This design comes from an exercise in tuning for small area, a short achievable clock period and few clock cycles per item on the open sky130 flow, not from production work.
The RTL was checked by simulation tests, not by an equivalence proof against the original design.

## flow/design.v (module list and top-level ports; edited modules follow where they fit)
// module CNN: 5286 lines
module CNN(
    input                       clk,
    input                       rst_n,
    input                       in_valid,
    input      signed [15:0]    in_data,
    input                       opt,
    output reg                  out_valid,
    output reg signed [15:0]    out_data
);
  // ...
==> flow/run.sh <==
#!/bin/bash
# synth_recipe.tcl (not shown) runs the flow's synth.tcl, then flattens the netlist and writes it again
# the make line also repeats each setting of config.mk as NAME=value (left out here)
make -C /OpenROAD-flow-scripts/flow DESIGN_CONFIG=/design/flow/config.mk WORK_HOME=/design/flow/orfs CLKGATE_MAP_FILE= SYNTH_SCRIPT=/design/flow/synth_recipe.tcl finish
==> flow/config.mk <==
export PLATFORM = sky130hd
export DESIGN_NAME = CNN
export DESIGN_NICKNAME = CNN
export VERILOG_FILES = /design/flow/design.v
export SDC_FILE = /design/flow/constraint.sdc
export NUM_CORES = 4
export LEC_CHECK = 0
export ABC_CLOCK_PERIOD_IN_PS = 4500
export CAP_MARGIN = 20
export CORE_MARGIN = 2
export CORE_UTILIZATION = 40
export CTS_CLUSTER_DIAMETER = 150
export CTS_CLUSTER_SIZE = 20
export SLEW_MARGIN = 20
==> flow/constraint.sdc <==
create_clock -name core_clock -period 18.0 [get_ports {clk}]
set_input_delay 3.6000 -clock core_clock [delete_from_list [all_inputs] [get_ports {clk}]]
set_output_delay 3.6000 -clock core_clock [all_outputs]
set_load 0.01 [all_outputs]
==> run notes, run 1 <==
Critical Path Source=cs2_0[1]$_DFF_P_; register area=22700 um^2; highest routed layer=met5; non-clock inverter count in the final layout=between 600 and 700; Post-DP HPWL=118000 um; Post-Place Setup Slack=between 10 and 15 ns; top post-synthesis cells by count=701 x dfxtp_1, 618 x inv_1, 544 x fa_1; bufs w/o clock=slightly above 80; largest area contributor in the netlist=dfxtp_1; share of the synthesized area in the top cell type=25.7%; drt pass-1 iters=6; cell family with the largest share of critical-path delay=compound AO/OA/AOI/OAI gates; layout cells sized above 1=5.24%; most frequent cell on the critical path=ha_1; Routed wire per std cell=24.6 um; clock slew at reported path FFs=0.08 ns; adder-cell share of the synthesized area=22.3%; FP Rows=~140; multi-input logic area=28200 um^2; r2r setup slk=around 13 ns; commonest non-fill, non-tap cells in the layout=700 x dfxtp_1, 618 x inv_1, 544 x fa_1; largest family of logic cells by synthesized area=adder cells; largest net degree at the start of global routing=34; initial antenna violation count=8; GRT Resource Usage Total=21.9%; via count=34771; top cells by area, synth=dfxtp_1 26%, fa_1 20%, edfxtp_1 15%; outcome=timing/DRC/antenna clean; total gr overflow=0; CTS buffer count=55; grt peak-use layer=met2; die width=between 300 and 400 um
Testbench counts, summed over its fixed seeds: cycles 66,240, items 960.
==> run 2, diff against run 1 <==
--- a/flow/design.v
+++ b/flow/design.v
@@ -49,21 +49,26 @@
 always @(*) begin
     for (i = 0; i < 8; i = i + 1) begin
         e_one[i] = kx[2*i+1] ^ kx[2*i];
         e_two[i] = (kx[2*i+2] & ~kx[2*i+1] & ~kx[2*i]) | (~kx[2*i+2] & kx[2*i+1] & kx[2*i]);
         e_neg[i] = kx[2*i+2] & ~(kx[2*i+1] & kx[2*i]);
     end
 end
 always @(posedge clk) begin
-    for (i = 0; i < 9; i = i + 1)
-        if (cnt == 7'd36 + i) begin
-            k_one[i] <= e_one;
-            k_two[i] <= e_two;
-            k_neg[i] <= e_neg;
+    if (cnt >= 7'd36 && cnt <= 7'd44) begin
+        k_one[8] <= e_one;
+        k_two[8] <= e_two;
+        k_neg[8] <= e_neg;
+    end
+    for (i = 0; i < 8; i = i + 1)
+        if (cnt == 7'd37 + i) begin
+            k_one[i] <= k_one[8];
+            k_two[i] <= k_two[8];
+            k_neg[i] <= k_neg[8];
         end
 end
 wire s0t0_xn0_0;
 wire s0t0_xn0_1;
 wire s0t0_xn0_2;
 wire s0t0_xn0_3;
 wire s0t0_xn0_4;
 wire s0t0_xn0_5;
@@ -5240,47 +5245,39 @@
     cs1_x <= {r1_c743, r1_c773};
     cs2_0 <= {r2_x1307, r2_c1258, r2_c1256, r2_c1254, r2_c1252, r2_c1250, r2_c1248, r2_c1246, r2_c1244, r2_c1242, r2_c1240, r2_c1238, r2_c1236, r2_c1234, r2_c1232, r2_s1231};
     cs2_1 <= {r2_c1260, r2_s1259, r2_s1257, r2_s1255, r2_s1253, r2_s1251, r2_s1249, r2_s1247, r2_s1245, r2_s1243, r2_s1241, r2_s1239, r2_s1237, r2_s1235, r2_s1233, r2_s1143};
     cs2_x <= {r2_c1200, r2_c1230};
 end
 wire        px = ^cs2_x;
 wire [17:0] t1 = {2'b0, cs2_0} + {2'b0, cs2_1} + (px ? 18'h10000 : 18'h08000);
 wire signed [15:0] conv = t1[15:0] ^ 16'h8000;
-reg  [1:0] blk;
-reg        upd, first, last, ld0, ld1, ld2;
+reg  [3:0] wr, wr_n;
+reg        first, last, ld0, ld1, ld2;
+always @(*) begin
+    wr_n[0] = (cnt == 7'd45) || (cnt == 7'd46) || (cnt == 7'd51) || (cnt == 7'd52);
+    wr_n[1] = (cnt == 7'd47) || (cnt == 7'd48) || (cnt == 7'd53) || (cnt == 7'd54);
+    wr_n[2] = (cnt == 7'd57) || (cnt == 7'd58) || (cnt == 7'd63) || (cnt == 7'd64);
+    wr_n[3] = (cnt == 7'd59) || (cnt == 7'd60) || (cnt == 7'd65) || (cnt == 7'd66);
+end
 always @(posedge clk) begin
-    blk <= 2'd0; upd <= 1'b0;
-    case (cnt + 7'd1)
-        7'd46, 7'd47, 7'd52, 7'd53: begin blk <= 2'd0; upd <= 1'b1; end
-        7'd48, 7'd49, 7'd54, 7'd55: begin blk <= 2'd1; upd <= 1'b1; end
-        7'd58, 7'd59, 7'd64, 7'd65: begin blk <= 2'd2; upd <= 1'b1; end
-        7'd60, 7'd61, 7'd66, 7'd67: begin blk <= 2'd3; upd <= 1'b1; end
-        default: ;
-    endcase
+    wr    <= wr_n;
     first <= (cnt == 7'd45) || (cnt == 7'd47) || (cnt == 7'd57) || (cnt == 7'd59);
     last  <= (cnt == 7'd66);
     ld0   <= (cnt == 7'd63);
     ld1   <= (cnt == 7'd64);
     ld2   <= (cnt == 7'd65);
 end
-reg signed [15:0] mb;
-always @(*) begin
-    case (blk)
-        2'd0: mb = m0;
-        2'd1: mb = m1;
-        2'd2: mb = m2;
-        default: mb = m3;
-    endcase
-end
+wire signed [15:0] mb = ({16{wr[0]}} & m0) | ({16{wr[1]}} & m1)
+                      | ({16{wr[2]}} & m2) | ({16{wr[3]}} & m3);
 wire signed [15:0] acur = first ? {opt_r, 15'd0} : mb;
 wire [17:0] t2 = {2'b0, cs2_0} + {2'b0, cs2_1} + (px ? 18'h10000 : 18'h08000)
                + {2'b0, ~(acur ^ 16'h8000)};
 wire               gt   = t1[16] ^ t2[16];
 wire signed [15:0] mx   = gt ? conv : acur;
 always @(posedge clk) begin
-    if (upd && blk == 2'd0) m0 <= mx;
-    if (upd && blk == 2'd1) m1 <= mx;
-    if (upd && blk == 2'd2) m2 <= mx;
-    if (upd && blk == 2'd3) m3 <= mx;
+    if (wr[0]) m0 <= mx;
+    if (wr[1]) m1 <= mx;
+    if (wr[2]) m2 <= mx;
+    if (wr[3]) m3 <= mx;
     out_data <= ld0 ? m0 : ld1 ? m1 : ld2 ? m2 : mx;
 end
 endmodule
==> flow/flow/run.sh (new file) <==
#!/bin/bash
set -euo pipefail
export SYNTH_ARGS=-noabc
export SETUP_SLACK_MARGIN=13.5
bash standard.sh > standard.log 2>&1
==> flow/standard.sh (new file) <==
#!/bin/bash
# synth_recipe.tcl (not shown) runs the flow's synth.tcl, then flattens the netlist and writes it again
# the make line also repeats each setting of config.mk as NAME=value (left out here)
make -C /OpenROAD-flow-scripts/flow DESIGN_CONFIG=/design/flow/config.mk WORK_HOME=/design/flow/orfs CLKGATE_MAP_FILE= SYNTH_SCRIPT=/design/flow/synth_recipe.tcl "${@:-finish}"
--- a/flow/config.mk
+++ b/flow/config.mk
@@ -7,8 +7,9 @@
 export LEC_CHECK = 0
 export ABC_CLOCK_PERIOD_IN_PS = 4500
 export CAP_MARGIN = 20
 export CORE_MARGIN = 2
 export CORE_UTILIZATION = 40
 export CTS_CLUSTER_DIAMETER = 150
 export CTS_CLUSTER_SIZE = 20
 export SLEW_MARGIN = 20
+export TNS_END_PERCENT = 20
removed: flow/run.sh
==> run notes, run 2 <==
Yosys warnings=5; first-pass GRT wire length=207000 um; clock slew at reported path FFs=0.09 ns (about the same); Reg with most FFs=ring; layout cells sized above 1=10.0% (+4.8 points); Die Area=around 130000 um^2; syn_nets=4418; Worst Path Buf+Inv=1; Hold WC Path Type=flop to flop; PortBufs=36; Pins Over Slew Limit=0; sequential area share after synthesis=44.5%; placed cells=5191; largest net degree at the start of global routing=33 (-2.9%); Final WS setup=approximately 13 ns; Hold-fix buffers, CTS=0; commonest non-fill, non-tap cells in the layout=670 x dfxtp_1, 648 x xor2_1, 570 x a22o_1; critical path depth in cells=1; post-synthesis cell type count=between 60 and 70; via count=29626 (-15%); Post-DRT Antenna Nets=0; die height=361 um; slowest cell delay on critical path=0.42 ns; Max-slew headroom=36.0%; critical path arrival=1.27 ns; Routed WL=141000 um; GP Congestion=0.942; Crit. End Element=output pin; CTS buffer count=55 (unchanged); Iter 0 DRT Violations=2433; area added between synthesis and finish=9.43%; fin nets=4414; CP Cell Sequence=buf_6; Top FF cell, synth=dfxtp_1; Post-DP HPWL=106000 um (-10%); multi-input logic area=27200 um^2 (-3.6%); initial antenna violation count=9 (+1); drt pass-1 iters=6 (unchanged); CP required=14.40 ns; io pins=37; register area=22700 um^2 (+0.28%); largest area contributor in the netlist=dfxtp_1; r2r worst-path depth=9; share of the synthesized area in the top cell type=27.6% (+1.9 points); Final Hold Viols=0; FP Rows=130 (-3.7%); synthesized area per cell=between 10 and 15 um^2; Seq cells post-synth=991; cell family with the largest share of critical-path delay=flip-flops; most common cell in the netlist=dfxtp_1; Clock Path Buffers=3; Largest register FFs=576; cells after synthesis=3752; Setup Total Neg Slack=0 ns; CP max stage cell=dfrtp_1; # clock sinks=991; worst setup path category=flop to output pin; max-cap violations=0; CTS tree=built; H-tree Lvls=2; later-pin clock latency in the skew report=0.73 ns; top post-synthesis cells by count=702 x dfxtp_1, 650 x xor2_1, 570 x a22o_1; worst-path fanout max=1; outcome=timing/DRC/antenna clean; Setup crit start kind=flop; fmax=205 MHz; filler instances=11382; total gr overflow=0 (unchanged); vias per cell=5.45; DRC viols=0; fin crit share=27.1%; Starting Density=40.4%; most common cell after layout, fill and taps aside=dfxtp_1; Cell Count, Final, Fillers Out=about 5400; Post-Place Setup Slack=12.79 ns (+0.411 ns); crit path time final=4.87 ns; top cells by area, synth=dfxtp_1 28%, fa_1 21%, edfxtp_1 17%; clock skew=about 0.074 ns; hold-critical path depth=0; root buf cell=clkbuf_16; Post-synth EDFFs=around 280; die width=361 um (-3.4%); RSZ-0062 raised after global routing=true; Routed wire per std cell=26.0 um (+5.5%); CORE AREA=126000 um^2; post-synthesis async set-or-reset flop share=0.807%; Setup violations, final=0; Netlist Area Pre-Place=51000 um^2; GRT Resource Usage Total=21.6% (-0.28 points); Least-Margin Pin Slew=0.959 ns; vias in the first global route=30553
-- run 2: logic make-up after synthesis --
| group | share of synthesized area (%) |
|---|---|
| AOI/OAI and AO/OA | 13.1 |
| xor gates and xnor gates | 13.5 |
| adders and majority gates | 23.9 |
| and+or+nand+nor | 1.61 |
| buffers and inverters | 2.56 |
| muxes | 0.893 |
| DFF | 44.5 |
-- run 2: path summary, 6_finish.rpt --
check                                     from                   to  slack, ns
max in group asynchronous                rst_n  out_valid$_DFF_PN0_      14.57
min reg2reg                ring[25][4]$_DFF_P_  ring[26][4]$_DFF_P_       0.27
min in group asynchronous                rst_n   cnt[5]$_DFFE_PN0P_       3.16
max reg2reg                ring[32][3]$_DFF_P_    cs2_1[14]$_DFF_P_      13.40
min                        ring[25][4]$_DFF_P_  ring[26][4]$_DFF_P_       0.27
max                        out_valid$_DFF_PN0_            out_valid      13.13
-- run 2: per-layer routing --
layer / wire length (um) / track usage [%] / up-vias
met2: 66400 / 35.3 / 992
met5: 32 / 0 / -
met4: 5850 / 8.36 / 4
li1: - / - / 13045
met3: 8590 / 3.08 / 225
met1: 60400 / 29.0 / 15360
-- run 2: repair_timing --
action                                  4_1_cts  5_1_grt
resized for setup                           108       59
endpoints found under the setup margin      124      133
pin swaps                                     7       26
buffers inserted                             10      140
-- run 2: layout make-up --
type,count,area share [%]
multi-input combinational,2431,48.8
clock inverter,4,0.135
tap,1650,3.70
sequential,991,40.8
inverter,33,0.222
antenna,1,0.00449
timing repair buffer,236,3.71
clock buffer,87,2.68
-- run 2: through the flow --
| step | instance area [um^2] | utilization [%] | hold slack, ns |
|---|---|---|---|
| 6_report | 55800 | 44.3 | 0.272 |
| 3_5_place_dp | 52600 | 41.8 | 0.312 |
| 4_1_cts | 54400 | 43.1 | 0.265 |
| 2_1_floorplan | 51000 | - | 0.310 |
| 5_1_grt | 55800 | 44.3 | 0.287 |
| 3_3_place_gp | 52600 | 41.8 | 0.310 |
Testbench counts of run 2, summed over its fixed seeds: cycles 66,240, items 960.
==> run 3, diff against run 2 <==
--- a/flow/config.mk
+++ b/flow/config.mk
@@ -12,4 +12,3 @@
 export CTS_CLUSTER_DIAMETER = 150
 export CTS_CLUSTER_SIZE = 20
 export SLEW_MARGIN = 20
-export TNS_END_PERCENT = 20
==> run notes, run 3 <==
post-synthesis cell type count=69 (unchanged); multi-input logic area=27300 um^2 (+0.16%); worst setup path category=flop to output pin; top cells by area, synth=dfxtp_1 28%, fa_1 21%, edfxtp_1 17%; clock skew=0.0926 ns (+0.0189 ns); slowest cell delay on critical path=0.41 ns (about the same); Critical Path End=out_valid; Starting Density=40.4% (unchanged); layout cells sized above 1=10.6% (+0.58 points); Iter 0 DRT Violations=2499 (+2.7%); drt pass-1 iters=5 (-1); vias per cell=5.48 (+0.46%); sequential area share after synthesis=44.5% (unchanged); Final Hold Viols=0 (unchanged); register area=22700 um^2 (about the same); Setup violations, final=0 (unchanged); io pins=37 (unchanged); die height=361 um (unchanged); Reg with most FFs=ring; utilization after layout=44.3% (+0.077 points); cell family with the largest share of critical-path delay=flip-flops; commonest non-fill, non-tap cells in the layout=665 x dfxtp_1, 649 x xor2_1, 570 x a22o_1; Die Area=130000 um^2 (unchanged); clock slew at reported path FFs=0.09 ns (about the same); Hold WC Path Type=flop to flop; largest area contributor in the netlist=dfxtp_1; cells after synthesis=3752 (unchanged); die width=361 um (unchanged); CP max stage cell=dfrtp_1; fmax=206 MHz (+0.56%); Hold WS=0.265 ns (-0.00697 ns); Post-DP HPWL=107000 um (+0.66%); filler instances=11357 (-0.22%); CORE AREA=126000 um^2 (unchanged); GRT Resource Usage Total=21.8% (+0.20 points); Crit. End Element=output pin; DRC viols=0 (unchanged); first-pass GRT wire length=208000 um (+0.65%); FP Rows=130 (unchanged); crit path time final=4.85 ns (-0.0270 ns); # clock sinks=991 (unchanged); root buf cell=clkbuf_16; Routed wire per std cell=26.3 um (+1.0%); Least-Margin Pin Slew=0.967 ns (+0.00806 ns); CTS buffer count=55 (unchanged); initial antenna violation count=12 (+3); most common cell in the netlist=dfxtp_1; Clock Path Buffers=3 (unchanged); worst-path fanout max=1 (unchanged); critical path arrival=1.25 ns (-0.02 ns); CTS tree=built; Routed WL=143000 um (+1.1%); fin nets=4417 (+0.068%); total gr overflow=0 (unchanged); H-tree Lvls=2 (unchanged); Seq cells post-synth=991 (unchanged); largest net degree at the start of global routing=33 (unchanged); later-pin clock latency in the skew report=0.71 ns (-0.02 ns); vias in the first global route=30311 (-0.79%); CP required=14.40 ns (about the same); post-synthesis async set-or-reset flop share=0.807% (unchanged); r2r worst-path depth=16 (+7); top post-synthesis cells by count=702 x dfxtp_1, 650 x xor2_1, 570 x a22o_1; RSZ-0062 raised after global routing=true; r2r setup slk=13.57 ns (+0.17 ns); via count=29783 (+0.53%); reg-to-reg endpoint=out_data[15]$_DFF_P_; Post-synth EDFFs=281 (unchanged); Critical Path Source=out_valid$_DFF_PN0_; CP Cell Sequence=buf_2; Netlist Area Pre-Place=51000 um^2 (unchanged); reg2reg start=cs2_0[2]$_DFF_P_; synthesized area per cell=13.6 um^2 (unchanged); Placed Area=52700 um^2 (about the same); Pins Over Slew Limit=0 (unchanged); Post-DRT Antenna Nets=0 (unchanged); Yosys warnings=5 (unchanged); Top FF cell, synth=dfxtp_1; Setup Total Neg Slack=0 ns (unchanged); syn_nets=4418 (unchanged); outcome=timing/DRC/antenna clean; Worst Path Buf+Inv=1 (unchanged); Largest register FFs=576 (unchanged); share of the synthesized area in the top cell type=27.6% (unchanged); Setup crit start kind=flop; fin crit share=26.9% (-0.15 points); most common cell after layout, fill and taps aside=dfxtp_1; PortBufs=36 (unchanged); max-cap violations=0 (unchanged); critical path depth in cells=1 (unchanged); area added between synthesis and finish=9.62%; GP Congestion=0.936 (-0.63%); Max-slew headroom=35.5% (-0.54 points); design area=55900 um^2 (+0.17%)
run 3: cell counts after synthesis:
No cell type changed its count.
run 3: worst min-delay path by stage:
stage          depth (start not counted)            startpoint                    to  slack, ns
4_1_cts                                0   ring[29][2]$_DFF_P_   ring[30][2]$_DFF_P_       0.27
6_report                               0   ring[28][1]$_DFF_P_   ring[29][1]$_DFF_P_       0.26
2_1_floorplan                          0    ring[9][0]$_DFF_P_   ring[10][0]$_DFF_P_       0.31
5_1_grt                                0   ring[29][2]$_DFF_P_   ring[30][2]$_DFF_P_       0.30
3_5_place_dp                           0  ring[33][14]$_DFF_P_  ring[34][14]$_DFF_P_       0.31
3_3_place_gp                           0   ring[11][5]$_DFF_P_   ring[12][5]$_DFF_P_       0.31
run 3: logic make-up after synthesis:
kind of cell	synth area share [%]
buffers and inverters	2.56
AND/OR/NAND/NOR	1.61
XOR/XNOR	13.5
AO/OA/AOI/OAI	13.1
multiplexers	0.893
flip-flops	44.5
adder cells (fa/ha/maj)	23.9
run 3: what timing repair did:
| action | in CTS | in global routing |
|---|---|---|
| setup buffers | 66 | 85 |
| endpoints found under the hold margin | 0 | 0 |
| pin swaps | 10 | 29 |
| hold buffers | 0 | 0 |
| gates resized for setup | 115 | 67 |
| endpoints found under the setup margin | 126 | 113 |
| cloned | 0 | 1 |
run 3: area by class of cell:
type / count / share of cell area, %
Inverter: 33 / 0.222
Clock inverter: 4 / 0.110
Multi-Input combinational cell: 2431 / 48.8
Timing Repair Buffer: 239 / 3.77
Antenna cell: 3 / 0.0134
Tap cell: 1650 / 3.69
Clock buffer: 86 / 2.71
Sequential cell: 991 / 40.7
run 3: through the flow:
step	cells	setup WS, ns
2_1_floorplan	3752	13.55
3_3_place_gp	5192	12.76
3_5_place_dp	5192	12.79
4_1_cts	5348	13.10
5_1_grt	5434	13.10
6_report	5437	13.15
run 3: metal layers:
metal	track usage, %	up-vias	share of wire, %
li1	-	13053	-
met1	28.9	15560	42
met2	36.7	939	48
met3	2.87	225	5.3
met4	7.53	6	3.9
met5	0	-	0.033

==> afterwards: timing with drivers on the ports <==
In the flow no input, the clock included, has a driving cell. The finished layouts below were timed again as built, in two steps. Step 1 assumes that a clkbuf_16 drives the clock port and a buf_2 every other input. Step 2 adds t to the input delays and takes it off the output delays; t is the mean of the earliest and latest rising clock arrival at the registers after step 1. Input paths then give back, and output paths get back, about the clock's delay inside the block. Three values: no drivers, after step 1, after step 2; two values: the first two.
| run | shift t [ns] | slack for setup (ns) | cell pins on the clock port's net |
|---|---|---|---|
| run 1 | 0.770 | 12.791 / 12.720 / 12.339 | 1 |
| run 2 | 0.769 | 13.128 / 13.049 / 13.002 | 1 |
| run 3 | 0.749 | 13.155 / 13.077 / 13.036 | 1 |
After both steps setup and hold are still met in every run listed. The setup slack of run 1, which loses most, moves by -0.071 ns with the drivers and by -0.452 ns with both steps.
